Context: an optimization exercise on an open-source flow, tuned for small area and a short achievable clock period. The choices shown serve that exercise and are no tape-out recipe. Only simulation tests tie the RTL to the original design; equivalence was not proved. Power figures rest on the tool's default switching activity, not on a simulated workload.

==> flow/design.v <==
module configurable_cache #(
    parameter CACHE_SIZE = 8192,     
    parameter LINE_SIZE = 32,        
    parameter ASSOCIATIVITY = 4,     
    parameter NUM_LINES = CACHE_SIZE/LINE_SIZE,
    parameter NUM_SETS = NUM_LINES/ASSOCIATIVITY,
    parameter OFFSET_BITS = $clog2(LINE_SIZE),
    parameter SET_BITS = $clog2(NUM_SETS),
    parameter TAG_BITS = 32 - SET_BITS - OFFSET_BITS
)(
    input wire clk,
    input wire rst,
    input wire [31:0] addr,
    output reg hit,
    output reg miss,
    output reg [31:0] total_hits,
    output reg [31:0] total_misses,
    output wire [31:0] num_sets,
    output wire [31:0] tag_bits
);
    localparam TB = TAG_BITS;
    assign num_sets = NUM_SETS;
    assign tag_bits = TAG_BITS;
    wire [TB-1:0]       a_tag = addr[31:32-TB];
    wire [SET_BITS-1:0] a_set = addr[32-TB-1:OFFSET_BITS];
    reg                p_v;      
    reg [SET_BITS-1:0] p_set;
    reg [TB-1:0]       p_tag;
    reg [3:1]          p_sh;     
    wire [3:0] rows [0:NUM_SETS-1];
    wire [NUM_SETS-1:0] c1, c2, c3, c4;
    genvar s;
    generate
        for (s = 0; s < NUM_SETS; s = s + 1) begin : S
            reg [TB-1:0] t0, t1, t2, t3;
            reg [3:0]    v;
            wire we = p_v && (p_set == s);
            always @(posedge clk) begin
                if (we) begin
                    t0 <= p_tag;
                    if (p_sh[1]) t1 <= t0;
                    if (p_sh[2]) t2 <= t1;
                    if (p_sh[3]) t3 <= t2;
                end
            end
            always @(posedge clk or posedge rst) begin
                if (rst)
                    v <= 4'b0;
                else if (we) begin
                    v[0] <= 1'b1;
                    if (p_sh[1]) v[1] <= v[0];
                    if (p_sh[2]) v[2] <= v[1];
                    if (p_sh[3]) v[3] <= v[2];
                end
            end
            assign rows[s] = {v[3] && (t3 == a_tag), v[2] && (t2 == a_tag),
                              v[1] && (t1 == a_tag), v[0] && (t0 == a_tag)};
            wire [3:0] m = rows[s];
            assign c1[s] = m[0] && !we;
            assign c2[s] = m[0] || (m[1] && !(we && p_sh[2]));
            assign c3[s] = m[0] || m[1] || (m[2] && !(we && p_sh[3]));
            assign c4[s] = m[0] || m[1] || m[2] || (m[3] && !(we && p_sh[3]));
        end
    endgenerate
    wire same = p_v && (p_set == a_set);
    wire pend_hit = same && (p_tag == a_tag);
    wire found = pend_hit || c4[a_set];
    always @(posedge clk) begin
        p_set <= a_set;
        p_tag <= a_tag;
        p_sh[1] <= !(pend_hit || c1[a_set]);
        p_sh[2] <= !(pend_hit || c2[a_set]);
        p_sh[3] <= !(pend_hit || c3[a_set]);
    end
    wire [31:0] hits_inc = total_hits + 32'd1;
    wire [31:0] misses_inc = total_misses + 32'd1;
    always @(posedge clk or posedge rst) begin
        if (rst) begin
            p_v <= 1'b0;
            hit <= 1'b0;
            miss <= 1'b0;
            total_hits <= 32'd0;
            total_misses <= 32'd0;
        end else begin
            p_v <= 1'b1;
            hit <= found;
            miss <= !found;
            total_hits <= found ? hits_inc : total_hits;
            total_misses <= found ? total_misses : misses_inc;
        end
    end
endmodule
export LEC_CHECK = 0
export ABC_AREA = 1
export CAP_MARGIN = 20
export CORE_MARGIN = 2
export CORE_UTILIZATION = 70
export CTS_CLUSTER_DIAMETER = 60
export CTS_CLUSTER_SIZE = 25
export PLACE_DENSITY = 0.8
export SETUP_SLACK_MARGIN = 5
export SLEW_MARGIN = 20
create_clock -name core_clock -period 12.0 [get_ports {clk}]
standard.sh (not shown) runs the stock make flow with config.mk's settings and CLKGATE_MAP_FILE= SYNTH_SCRIPT=/design/flow/synth_recipe.tcl, a recipe that flattens the netlist after the stock synthesis.
==> flow/flow/run.sh <==
#!/bin/bash
# Layout flow: the standard ORFS flow (standard.sh, with config.mk's settings), except
# that repair_timing aims for 9 ns of setup slack rather than config.mk's 5 ns, repairs only
# the worst path each time and may resize across cell footprints, so that the clock period
# the layout achieves keeps shrinking past the 7 ns point; and antennas left after detailed
# routing get up to 20 rounds of repair instead of 5. The constraints
# (constraint.sdc) are the standard flow's, unchanged. Each ORFS step writes its full log under
# orfs/logs/; make's own output goes to standard_flow.log here.
set -euo pipefail
cd "$(dirname "$0")/.."
bash standard.sh SETUP_SLACK_MARGIN=9 TNS_END_PERCENT=0 MATCH_CELL_FOOTPRINT=0 MAX_REPAIR_ANTENNAS_ITER_DRT=20 finish > standard_flow.log 2>&1
The first run passed the timing, DRC and antenna checks.
Then changed:
Settings changed: ABC_AREA 1 to not set.
Effect: Final cell count fell by 33%. Hold slack improves by 0.013 ns. Sequential power is about the same. Power goes down by 5.0%. Wire length shrinks by 25%. Final area shrinks by 6.5%. Sequential share of layout area goes up by 4.0 points. Global-route usage shrinks by 9.9 points. Clock-buffer cell count came out lower by 35. Utilization shrinks by 0.21 points.
Then changed:
==> flow/flow/run.sh (replaced) <==
#!/bin/bash
# Layout flow: the standard ORFS flow (standard.sh, with config.mk's settings), except
# that repair_timing aims for 7.6 ns of setup slack rather than config.mk's 5 ns on every path below it,
# and may resize across cell footprints, so that the clock period
# the layout achieves keeps shrinking past the 7 ns point; and antennas left after detailed
# routing get up to 20 rounds of repair instead of 5. The constraints
# (constraint.sdc) are the standard flow's, unchanged. Each ORFS step writes its full log under
# orfs/logs/; make's own output goes to standard_flow.log here.
set -euo pipefail
cd "$(dirname "$0")/.."
bash standard.sh SETUP_SLACK_MARGIN=7.6 TNS_END_PERCENT=100 MATCH_CELL_FOOTPRINT=0 MAX_REPAIR_ANTENNAS_ITER_DRT=20 finish > standard_flow.log 2>&1
The new run finished but failed the layout checks on max-slew violations.
Cell count hardly moves.
Power shrinks by 0.60%.
Wire length drops by 2.1%.

* * *

## yarrow
RTL: the design.v shown in full above, as it stands there.
clock: 12.0 ns
lec_check: 0
cap_margin: 20
core_margin: 2
core_utilization: 65
cts_cluster_diameter: 60
cts_cluster_size: 25
place_density: 0.75
setup_slack_margin: 5
slew_margin: 20
==> flow/flow/run.sh <==
#!/bin/bash
# Layout flow: the standard ORFS flow (standard.sh, with config.mk's settings), except
# that repair_timing aims for 9 ns of setup slack rather than config.mk's 5 ns, repairs only
# the worst path each time and may resize across cell footprints, so that the clock period
# the layout achieves keeps shrinking past the 7 ns point; and antennas left after detailed
# routing get up to 20 rounds of repair instead of 5. The constraints
# (constraint.sdc) are the standard flow's, unchanged. Each ORFS step writes its full log under
# orfs/logs/; make's own output goes to standard_flow.log here.
set -euo pipefail
cd "$(dirname "$0")/.."
bash standard.sh SETUP_SLACK_MARGIN=9 TNS_END_PERCENT=0 MATCH_CELL_FOOTPRINT=0 MAX_REPAIR_ANTENNAS_ITER_DRT=20 finish > standard_flow.log 2>&1
Changes in tundra relative to yarrow:
Settings: ABC_AREA: unset -> 1; PLACE_DENSITY: 0.75 -> 0.7; CORE_UTILIZATION: 65 -> 55.
## What came out
Summary of tundra over yarrow: wire length after detailed routing increased by 360,000 um relative to the old numbers, final period utilization decreased by 5.6 points relative to the old numbers.
In the reports for tundra and yarrow, the larger path length in cells of the critical path belongs to tundra.
Met2 routing resource usage after global routing: yarrow vs tundra, no meaningful difference
Of the two values seen for critical path's slowest cell, o211ai_1 was produced by tundra and a311o_2 by yarrow.
Summary of tundra over yarrow: area used by sequential logic in the layout was more or less identical; worst setup slack went up by 0.67 ns; first-pass GRT wire length went up by about 30%.
More vias were needed by tundra than by yarrow.
Count of buffers not belonging to the clock network in the layout came out higher on tundra than on yarrow.

## port drivers added, routing unchanged
In the flow no input, the clock included, has a driving cell. The finished layouts below were timed again as built, in two steps.
Step 1 sets driving cells, clkbuf_16 on the clock port and buf_2 on the other inputs (assumed; they add their load-dependent delay and slew).
Step 2 moves the port delays by t, midway between the first and last clock arrival at a register: inputs arrive t later, outputs are due t later. That takes back most of the time a late clock gives input paths.
a / b / c = no drivers / after step 1 / after step 2; a / b = the first two.
| run | t (ns) | slack for setup (ns) | clock arrival spread, ns | worst slew at a driven data input, ns | cell pins on the clock port's net |
|---|---|---|---|---|---|
| the first run of note 1 | 1.163 | 6.869 / 6.468 / 5.304 | 0.109 / 0.109 | 0.67 | 1 |
| the second run of note 1 | 1.137 | 6.441 / 6.049 / 4.912 | 0.104 / 0.104 | 0.65 | 1 |
| the third run of note 1 | 1.136 | 6.375 / 5.976 / 4.840 | 0.082 / 0.082 | 0.72 | 1 |
| yarrow | 1.119 | 6.360 / 6.021 / 4.902 | 0.074 / 0.074 | 0.64 | 1 |
| tundra | 1.219 | 7.027 / 6.780 / 5.562 | 0.074 / 0.074 | 0.76 | 1 |
For the first run of note 1, which loses most, drivers alone change the setup slack by -0.401 ns; drivers and shift together by -1.565 ns.
